From an optimization exercise on the open Yosys and OpenROAD flow, aimed at small area; shortcuts taken in it are not production practice. Power and IR drop assume default switching activity.

== before ==
==> flow/design.v (excerpt) <==
module motor_driver_wrapper (
input PCLK,
input PRESERN,
input PSEL,
input PENABLE,
output wire PREADY,
output wire PSLVERR,
input PWRITE,
input [31:0] PADDR,
input wire [31:0] PWDATA,
output wire [31:0] PRDATA,
output wire [3:0] pulseX,
output wire [3:0] pulseY,
output wire [3:0] LED,
output wire [1:0] motionstateY
);
==> module motor_axis_X, before the edit <==
module motor_axis_X (
	input clock,
	input reset,
	input [1:0] dir,
	output wire [3:0] pulse,
	output reg [1:0] ms
);
localparam STOP = 2'b00, ACCEL = 2'b01, RUN = 2'b10, DECEL = 2'b11;
localparam [8-1:0] BTAPS = 8'b10001110, S0 = 8'b11001111;
localparam [8-1:0] KTAPS = 8'b10001110, A0 = 8'b11010010, KSTART = 8'b00001101, KRUN = 8'b10010000;
reg [8-1:0] b;
reg [8-1:0] a;
reg [8-1:0] k;
reg pclk;
reg [1:0] prevdir;
reg on, x, y;
wire bz = (b[1] & b[2] & b[3] & ~b[4] & ~b[5] & b[6] & b[7]);           
wire bw = (b[0] & b[1] & b[2] & ~b[3] & ~b[4] & b[5] & b[6]);           
wire az = (~a[0] & a[1] & ~a[2] & a[4] & ~a[5] & a[7]);      
wire trig = bz & az;
wire rise = trig & ~pclk;
wire clr = trig | ~reset;
wire [8-1:0] kup = {k[8-2:0], ^(k & KTAPS)};
wire [8-1:0] kdn = {k[0] ^ ^(k[8-1:1] & KTAPS[8-2:0]), k[8-1:1]};
reg [8-1:0] knext;
always @* begin
	case (ms)
	STOP:  knext = KSTART;
	ACCEL: knext = kdn;
	RUN:   knext = KRUN;
	default: knext = kup;
	endcase
end
always @(posedge clock) begin
	if (clr) b <= S0;
	else b <= {b[8-2:0], ^(b & BTAPS) ^ bw};
	if (~reset) a <= KSTART;
	else if (trig) a <= rise ? knext : k;
	else if (bw) a <= {a[0] ^ ^(a[7:1] & KTAPS[6:0]), a[7:1]};
	if (~reset) pclk <= 1'b0;
	else if (trig) pclk <= ~pclk;
end
reg [1:0] nms;
always @* begin
	case (ms)
	STOP:  nms = (dir[0] ^ dir[1]) ? ACCEL : STOP;
	ACCEL: nms = (~k[0] & ~k[1] & ~k[2] & ~k[3] & ~k[5]) ? RUN : (prevdir != dir) ? DECEL : ACCEL;
	RUN:   nms = (prevdir != dir) ? DECEL : RUN;
	default: nms = (k[0] & ~k[4] & ~k[5] & ~k[6] & ~k[7]) ? STOP : DECEL;
	endcase
end
wire decel = (ms == DECEL);
wire back = (dir == 2'b01) | (decel & (dir != 2'b11));
wire fwd = (dir == 2'b10) & ~decel;
always @(posedge clock) begin
	if (~reset) begin
		ms <= STOP;
		k <= KSTART;
		prevdir <= 2'b11;
		on <= 1'b0;
	end else if (rise) begin
		ms <= nms;
		k <= knext;
		prevdir <= dir;
		on <= (ms != STOP);
	end
end
always @(posedge clock) begin
	if (reset & rise) begin
		if (~on) begin
			x <= 1'b1;
			y <= 1'b1;
		end else if (back) begin
			x <= y;
			y <= ~x;
		end else if (fwd) begin
			x <= ~y;
			y <= x;
		end
	end
end
assign pulse = on ? {x, ~x, ~y, y} : 4'b0000;
endmodule
==> module motor_axis_Y, before the edit <==
module motor_axis_Y (
	input clock,
	input reset,
	input [1:0] dir,
	output wire [3:0] pulse,
	output reg [1:0] ms
);
localparam STOP = 2'b00, ACCEL = 2'b01, RUN = 2'b10, DECEL = 2'b11;
localparam [7-1:0] BTAPS = 7'b1000001, S0 = 7'b1010100;
localparam [9-1:0] KTAPS = 9'b100001000, A0 = 9'b000000011, KSTART = 9'b101011010, KRUN = 9'b010001000;
reg [7-1:0] b;
reg [9-1:0] a;
reg [9-1:0] k;
reg pclk;
reg [1:0] prevdir;
reg on, x, y;
wire bz = (~b[1] & b[2] & ~b[3] & b[4] & ~b[5] & b[6]);           
wire bw = (~b[0] & b[1] & ~b[2] & b[3] & ~b[4] & b[5]);           
wire az = (a[0] & a[1] & ~a[2] & ~a[4] & ~a[5] & ~a[6] & ~a[8]);      
wire trig = bz & az;
wire rise = trig & ~pclk;
wire clr = trig | ~reset;
wire [9-1:0] kup = {k[9-2:0], ^(k & KTAPS)};
wire [9-1:0] kdn = {k[0] ^ ^(k[9-1:1] & KTAPS[9-2:0]), k[9-1:1]};
reg [9-1:0] knext;
always @* begin
	case (ms)
	STOP:  knext = KSTART;
	ACCEL: knext = kdn;
	RUN:   knext = KRUN;
	default: knext = kup;
	endcase
end
always @(posedge clock) begin
	if (clr) b <= S0;
	else b <= {b[7-2:0], ^(b & BTAPS) ^ bw};
	if (~reset) a <= KSTART;
	else if (trig) a <= rise ? knext : k;
	else if (bw) a <= {a[0] ^ ^(a[8:1] & KTAPS[7:0]), a[8:1]};
	if (~reset) pclk <= 1'b0;
	else if (trig) pclk <= ~pclk;
end
reg [1:0] nms;
always @* begin
	case (ms)
	STOP:  nms = (dir[0] ^ dir[1]) ? ACCEL : STOP;
	ACCEL: nms = (~k[0] & ~k[1] & ~k[2] & ~k[4] & ~k[5] & ~k[6]) ? RUN : (prevdir != dir) ? DECEL : ACCEL;
	RUN:   nms = (prevdir != dir) ? DECEL : RUN;
	default: nms = (~k[0] & k[1] & ~k[2] & k[3] & k[4] & ~k[5]) ? STOP : DECEL;
	endcase
end
wire decel = (ms == DECEL);
wire back = (dir == 2'b01) | (decel & (dir != 2'b11));
wire fwd = (dir == 2'b10) & ~decel;
always @(posedge clock) begin
	if (~reset) begin
		ms <= STOP;
		k <= KSTART;
		prevdir <= 2'b11;
		on <= 1'b0;
	end else if (rise) begin
		ms <= nms;
		k <= knext;
		prevdir <= dir;
		on <= (ms != STOP);
	end
end
always @(posedge clock) begin
	if (reset & rise) begin
		if (~on) begin
			x <= 1'b1;
			y <= 1'b1;
		end else if (back) begin
			x <= y;
			y <= ~x;
		end else if (fwd) begin
			x <= ~y;
			y <= x;
		end
	end
end
assign pulse = on ? {x, ~x, ~y, y} : 4'b0000;
endmodule
export LEC_CHECK = 0
export CAP_MARGIN = 20
export CORE_MARGIN = 2
export CORE_UTILIZATION = 40
export SLEW_MARGIN = 20
create_clock -name core_clock -period 10.0 [get_ports {PCLK}]
run.sh (not shown) runs the stock make flow with config.mk's settings and CLKGATE_MAP_FILE= SYNTH_SCRIPT=/design/flow/synth_recipe.tcl, a recipe that flattens the netlist after the stock synthesis.
Edits applied to the flow inputs when going from before to after:
diff --git a/flow/design.v b/flow/design.v
--- a/flow/design.v
+++ b/flow/design.v
@@ -38,21 +38,20 @@
 	output wire [3:0] pulse,
 	output reg [1:0] ms
 );
 localparam STOP = 2'b00, ACCEL = 2'b01, RUN = 2'b10, DECEL = 2'b11;
 localparam [8-1:0] BTAPS = 8'b10001110, S0 = 8'b11001111;
-localparam [8-1:0] KTAPS = 8'b10001110, A0 = 8'b11010010, KSTART = 8'b00001101, KRUN = 8'b10010000;
+localparam [8-1:0] KTAPS = 8'b10001110, A0 = 8'b00010011, KSTART = 8'b00001000, KRUN = 8'b00000101;
 reg [8-1:0] b;
 reg [8-1:0] a;
 reg [8-1:0] k;
 reg pclk;
 reg [1:0] prevdir;
 reg on, x, y;
 wire bz = (b[1] & b[2] & b[3] & ~b[4] & ~b[5] & b[6] & b[7]);           
 wire bw = (b[0] & b[1] & b[2] & ~b[3] & ~b[4] & b[5] & b[6]);           
-wire az = (~a[0] & a[1] & ~a[2] & a[4] & ~a[5] & a[7]);      
-wire trig = bz & az;
+wire trig = bz & (a == k);
 wire rise = trig & ~pclk;
 wire clr = trig | ~reset;
 wire [8-1:0] kup = {k[8-2:0], ^(k & KTAPS)};
 wire [8-1:0] kdn = {k[0] ^ ^(k[8-1:1] & KTAPS[8-2:0]), k[8-1:1]};
 reg [8-1:0] knext;
@@ -65,23 +64,22 @@
 	endcase
 end
 always @(posedge clock) begin
 	if (clr) b <= S0;
 	else b <= {b[8-2:0], ^(b & BTAPS) ^ bw};
-	if (~reset) a <= KSTART;
-	else if (trig) a <= rise ? knext : k;
-	else if (bw) a <= {a[0] ^ ^(a[7:1] & KTAPS[6:0]), a[7:1]};
+	if (clr) a <= A0;
+	else if (bw) a <= {a[6:0], ^(a & KTAPS)};
 	if (~reset) pclk <= 1'b0;
 	else if (trig) pclk <= ~pclk;
 end
 reg [1:0] nms;
 always @* begin
 	case (ms)
 	STOP:  nms = (dir[0] ^ dir[1]) ? ACCEL : STOP;
-	ACCEL: nms = (~k[0] & ~k[1] & ~k[2] & ~k[3] & ~k[5]) ? RUN : (prevdir != dir) ? DECEL : ACCEL;
+	ACCEL: nms = (k[0] & ~k[1] & ~k[4] & ~k[5] & ~k[7]) ? RUN : (prevdir != dir) ? DECEL : ACCEL;
 	RUN:   nms = (prevdir != dir) ? DECEL : RUN;
-	default: nms = (k[0] & ~k[4] & ~k[5] & ~k[6] & ~k[7]) ? STOP : DECEL;
+	default: nms = (~k[1] & ~k[2] & ~k[4] & ~k[5] & ~k[7]) ? STOP : DECEL;
 	endcase
 end
 wire decel = (ms == DECEL);
 wire back = (dir == 2'b01) | (decel & (dir != 2'b11));
 wire fwd = (dir == 2'b10) & ~decel;
@@ -130,12 +128,11 @@
 reg pclk;
 reg [1:0] prevdir;
 reg on, x, y;
 wire bz = (~b[1] & b[2] & ~b[3] & b[4] & ~b[5] & b[6]);           
 wire bw = (~b[0] & b[1] & ~b[2] & b[3] & ~b[4] & b[5]);           
-wire az = (a[0] & a[1] & ~a[2] & ~a[4] & ~a[5] & ~a[6] & ~a[8]);      
-wire trig = bz & az;
+wire trig = bz & (a == k);
 wire rise = trig & ~pclk;
 wire clr = trig | ~reset;
 wire [9-1:0] kup = {k[9-2:0], ^(k & KTAPS)};
 wire [9-1:0] kdn = {k[0] ^ ^(k[9-1:1] & KTAPS[9-2:0]), k[9-1:1]};
 reg [9-1:0] knext;
@@ -148,13 +145,12 @@
 	endcase
 end
 always @(posedge clock) begin
 	if (clr) b <= S0;
 	else b <= {b[7-2:0], ^(b & BTAPS) ^ bw};
-	if (~reset) a <= KSTART;
-	else if (trig) a <= rise ? knext : k;
-	else if (bw) a <= {a[0] ^ ^(a[8:1] & KTAPS[7:0]), a[8:1]};
+	if (clr) a <= A0;
+	else if (bw) a <= {a[7:0], ^(a & KTAPS)};
 	if (~reset) pclk <= 1'b0;
 	else if (trig) pclk <= ~pclk;
 end
 reg [1:0] nms;
 always @* begin
Notes after the runs:
before -> after: die outline height decreased slightly. Of after and before, after shows the lower final core utilization, with before above it. Changes observed in after relative to before: relative area of clock buffers and inverters in the final design went up; global-route usage went down; xor and xnor fraction of the mapped netlist area went up; hold slack went down; sequential cell area share went up. Setup slack in after is smaller than in before. Power: after vs before down 0.42%. In the metrics for after and before, the one carrying the lower switching portion of total power is after. Against before, number of global-route vias before repair in after fell by more than 10%.
No functional check of the RTL was part of any run of this note.

## separate check: timing with driven ports
Ports are ideal in the flow. The routed layouts listed here were re-timed in OpenROAD.
Step 1 sets driving cells, clkbuf_16 on the clock port and buf_2 on the other inputs (assumed; they add their load-dependent delay and slew).
Step 2 adds t to the input delays and takes it off the output delays; t is the mean of the earliest and latest rising clock arrival at the registers after step 1. Input paths then give back, and output paths get back, about the clock's delay inside the block.
Slacks: ideal / step 1 / step 2; pairs: ideal / step 1.
run	shift t [ns]	setup WS [ns]	clock arrival spread, ns
before	0.367	6.217 / 6.185 / 5.914	0.011 / 0.012
after	0.365	6.203 / 6.173 / 6.326	0.009 / 0.009
After both steps setup and hold are still met in every run listed. For before, which loses most, drivers alone change the setup slack by -0.032 ns; drivers and shift together by -0.303 ns.
